What follows belongs to an exercise in optimizing a design on an open flow for small area; a production flow would make more cautious choices. At most, simulation tests tie the RTL to the original design; equivalence was not proved. Power and IR drop assume default switching activity.

==> module rcp_acc_sum, before the edit <==
module rcp_acc_sum
  #(parameter W  = 64,
    parameter XW = 16,
    parameter BLK = 8,
    parameter FAN = 8)
   (
    input      [XW-1:0] x,
    output reg [W-1:0]  q,
    input               reset,
    input               clk
   );
   wire [W:0]   c;
   wire [W-1:0] s;
   assign c[0] = 1'b0;
   genvar i;
   generate
      for (i = 0; i < W; i = i + 1) begin : g_bit
         if (i < XW) begin : g_lo
            if (XW <= FAN || i < FAN) begin : g_fa
               assign s[i]   = q[i] ^ x[i] ^ c[i];
               assign c[i+1] = (q[i] & x[i]) | (c[i] & (q[i] ^ x[i]));
            end
            else if (i == FAN) begin : g_add
               assign {c[XW], s[XW-1:FAN]} = {1'b0, q[XW-1:FAN]} + {1'b0, x[XW-1:FAN]} + c[FAN];
            end
         end
         else begin : g_inc
            assign s[i] = q[i] ^ c[i];
            if (i + 1 < W && (i + 1 - XW) % BLK == 0) begin : g_skip
               assign c[i+1] = c[XW] & (&q[i:XW]);
            end
            else begin : g_ha
               assign c[i+1] = q[i] & c[i];
            end
         end
      end
   endgenerate
   always @(posedge clk)
     q <= reset ? {W{1'b0}} : s;
endmodule  
export LEC_CHECK = 0
export CAP_MARGIN = 20
export CORE_MARGIN = 2
export CORE_UTILIZATION = 55
export CTS_BUF_LIST = sky130_fd_sc_hd__clkbuf_16
export CTS_CLUSTER_DIAMETER = 100
export CTS_CLUSTER_SIZE = 26
export SLEW_MARGIN = 20
create_clock -name core_clock -period 8.0 [get_ports {clk}]
standard.sh (not shown) runs the stock make flow with config.mk's settings and CLKGATE_MAP_FILE= SYNTH_SCRIPT=/design/flow/synth_recipe.tcl, a recipe that flattens the netlist after the stock synthesis.
==> flow/flow/run.sh <==
#!/bin/bash
# The standard layout (bash standard.sh, unchanged synthesis and steps),
# with one change: buffer_ports uses the smallest buffer cell, buf_1, for the
# buffer on every input and output port. The make output goes to
# standard_make.log here; ORFS writes each step's log under orfs/logs/.
set -uo pipefail
bash standard.sh "BUFFER_PORTS_ARGS=-buffer_cell sky130_fd_sc_hd__buf_1" finish \
  > standard_make.log 2>&1
status=$?
tail -n 20 standard_make.log
exit $status
Next try:
--- a/flow/design.v
+++ b/flow/design.v
@@ -244,10 +244,13 @@
             end
          end
       end
    endgenerate
-   always @(posedge clk)
-     q <= reset ? {W{1'b0}} : s;
+   always @(posedge clk or posedge reset)
+     if (reset)
+       q <= {W{1'b0}};
+     else
+       q <= s;
 endmodule  
 module rcp
     #(parameter DATA_WIDTH = 64,
       parameter CTRL_WIDTH=DATA_WIDTH/8,
Outcome: Area after synthesis came out higher by 0.73%. Utilization is higher by 0.57 points. Sequential power climbs by about 0.9%. Design area rose by 1.4%. Clock skew drops by 0.022 ns. Fmax came out higher by 1.1%. Global-route usage went up by 1.3 points. Via count barely changes. Worst hold slack hardly moves. Setup slack gains 0.081 ns.
The RTL of the second run of this note was laid out without a check of its function.

========
## the reference run
rcp, a different RTL version from the one above (not shown whole).
Size: about 5300 cells after synthesis, roughly 1400 flip-flops, roughly 270 I/O pins, about 0.062 mm² of cells after synthesis.
==> module generic_regs, before the edit <==
module generic_regs
  #(parameter UDP_REG_SRC_WIDTH = 2,
    parameter TAG               = 0,
    parameter REG_ADDR_WIDTH    = 6,
    parameter NUM_SOFTWARE_REGS = 4,
    parameter NUM_HARDWARE_REGS = 20)
   (
    input                                  reg_req_in,
    input                                  reg_ack_in,
    input                                  reg_rd_wr_L_in,
    input      [23-1:0]   reg_addr_in,
    input      [32-1:0]  reg_data_in,
    input      [UDP_REG_SRC_WIDTH-1:0]     reg_src_in,
    output reg                             reg_req_out,
    output reg                             reg_ack_out,
    output reg                             reg_rd_wr_L_out,
    output reg [23-1:0]   reg_addr_out,
    output reg [32-1:0]  reg_data_out,
    output reg [UDP_REG_SRC_WIDTH-1:0]     reg_src_out,
    output [NUM_SOFTWARE_REGS*32-1:0] software_regs,
    input  [NUM_HARDWARE_REGS*32-1:0] hardware_regs,
    input                                  clk,
    input                                  reset);
   localparam DW = 32;
   localparam NR = NUM_SOFTWARE_REGS + NUM_HARDWARE_REGS;
   reg  [NUM_SOFTWARE_REGS*DW-1:0] sw_reg;
   wire [NR*DW-1:0] all_regs = {hardware_regs, sw_reg};
   wire [REG_ADDR_WIDTH-1:0] addr = reg_addr_in[REG_ADDR_WIDTH-1:0];
   wire hit  = reg_req_in &
               (reg_addr_in[23-1:REG_ADDR_WIDTH] == TAG);
   wire good = addr < NR;
   wire pass = ~reset & ~hit;
   wire dead = ~reset & hit & ~good;
   reg  [NR-1:0] sel;
   integer i;
   always @(*)
     for (i = 0; i < NR; i = i + 1)
       sel[i] = ~reset & hit & (addr == i);
   reg [DW-1:0] rd_data;
   always @(*) begin
      rd_data = ({DW{pass}} & reg_data_in) | ({DW{dead}} & 32'hdead_beef);
      for (i = 0; i < NR; i = i + 1)
        rd_data = rd_data | ({DW{sel[i]}} & all_regs[i*DW +: DW]);
   end
   assign software_regs = sw_reg;
   always @(posedge clk) begin
      reg_rd_wr_L_out <= reg_rd_wr_L_in;
      reg_addr_out    <= reg_addr_in;
      reg_src_out     <= reg_src_in;
      reg_req_out     <= ~reset & reg_req_in;
      reg_ack_out     <= ~reset & (hit | reg_ack_in);
      reg_data_out    <= rd_data;
   end
   genvar j;
   generate
      for (j = 0; j < NUM_SOFTWARE_REGS; j = j + 1) begin : g_sw
         always @(posedge clk)
           if (reset)
             sw_reg[j*DW +: DW] <= {DW{1'b0}};
           else if (sel[j] & ~reg_rd_wr_L_in)
             sw_reg[j*DW +: DW] <= reg_data_in;
      end
   endgenerate
endmodule  
==> module rcp_acc_sum, before the edit <==
module rcp_acc_sum
  #(parameter W  = 64,
    parameter XW = 16,
    parameter BLK = 8,
    parameter FAN = 10)
   (
    input      [XW-1:0] x,
    output reg [W-1:0]  q,
    input               reset,
    input               clk
   );
   wire [W:0]   c;
   wire [W-1:0] s;
   assign c[0] = 1'b0;
   genvar i;
   generate
      for (i = 0; i < W; i = i + 1) begin : g_bit
         if (i < XW) begin : g_lo
            if (XW <= FAN || i < FAN) begin : g_fa
               assign s[i]   = q[i] ^ x[i] ^ c[i];
               assign c[i+1] = (q[i] & x[i]) | (c[i] & (q[i] ^ x[i]));
            end
            else if (i == FAN) begin : g_add
               assign {c[XW], s[XW-1:FAN]} = {1'b0, q[XW-1:FAN]} + {1'b0, x[XW-1:FAN]} + c[FAN];
            end
         end
         else begin : g_inc
            assign s[i] = q[i] ^ c[i];
            if (i + 1 < W && (i + 1 - XW) % BLK == 0) begin : g_skip
               assign c[i+1] = c[XW] & (&q[i:XW]);
            end
            else begin : g_ha
               assign c[i+1] = q[i] & c[i];
            end
         end
      end
   endgenerate
   always @(posedge clk)
     q <= reset ? {W{1'b0}} : s;
endmodule  
Settings: LEC_CHECK=0, CAP_MARGIN=20, CORE_MARGIN=2, CORE_UTILIZATION=55, CTS_BUF_LIST=sky130_fd_sc_hd__clkbuf_16, CTS_CLUSTER_DIAMETER=100, CTS_CLUSTER_SIZE=26, SLEW_MARGIN=20; clock period 8.0 ns.
Scripts as last shown in full above: flow/flow/run.sh
Every stage of the flow completed for the reference run, and the final layout passed the timing, design-rule and antenna checks.
Here is what was changed in the inputs of the trial run compared with the reference run.
-- flow/design.v --
<<< the reference run, line 104
      reg_data_out    <= rd_data;
   end
   genvar j;
   generate
      for (j = 0; j < NUM_SOFTWARE_REGS; j = j + 1) begin : g_sw
         always @(posedge clk)
           if (reset)
             sw_reg[j*DW +: DW] <= {DW{1'b0}};
           else if (sel[j] & ~reg_rd_wr_L_in)
             sw_reg[j*DW +: DW] <= reg_data_in;
      end
   endgenerate
>>> the trial run, line 104
      reg_data_out    <= rd_data;
   end
   wire [DW-1:0] sw_d = reg_data_in & {DW{~reset}};
   genvar j;
   generate
      for (j = 0; j < NUM_SOFTWARE_REGS; j = j + 1) begin : g_sw
         always @(posedge clk)
           if (reset | (sel[j] & ~reg_rd_wr_L_in))
             sw_reg[j*DW +: DW] <= sw_d;
      end
   endgenerate
<<< the reference run, line 213
    parameter XW = 16,
    parameter BLK = 8,
    parameter FAN = 10)
   (
    input      [XW-1:0] x,
>>> the trial run, line 212
    parameter XW = 16,
    parameter BLK = 8,
    parameter FAN = 8)
   (
    input      [XW-1:0] x,
## What came out
[compare] base=the reference run new=the trial run: met2 track demand over resource higher, met1 track demand over resource lower, final non-filler cell area roughly the same, combinational logic power roughly the same, cell leakage power higher.
On total wire length, the reference run beats the trial run.
Min setup slack across the trial run and the reference run: the reference run
In the reports for the trial run and the reference run, the larger shortest clock period the worst path allows after layout belongs to the reference run.
Function not checked in the reference run: the RTL went through the layout flow alone.

-- what the ideal ports hide --
In the flow no input, the clock included, has a driving cell. The finished layouts below were timed again as built, in two steps. Step 1 assumes that a clkbuf_16 drives the clock port and a buf_2 every other input. Step 2 also shifts input and output timing later by t, the mid clock arrival at the registers, as if the neighbouring blocks saw the same clock. Slacks: ideal ports / drivers / drivers and shift; pairs: ideal ports / drivers.
| run | t (ns) | slack for setup (ns) | pins driven straight from the clock port |
|---|---|---|---|
| the first run of note 1 | 0.807 | 0.759 / 0.759 / 0.759 | 1 |
| the second run of note 1 | 0.802 | 0.839 / 0.839 / 0.839 | 1 |
| the reference run | 0.810 | 0.293 / 0.293 / 0.293 | 1 |
| the trial run | 0.814 | 0.696 / 0.696 / 0.696 | 1 |
After both steps every run listed still meets setup and hold.
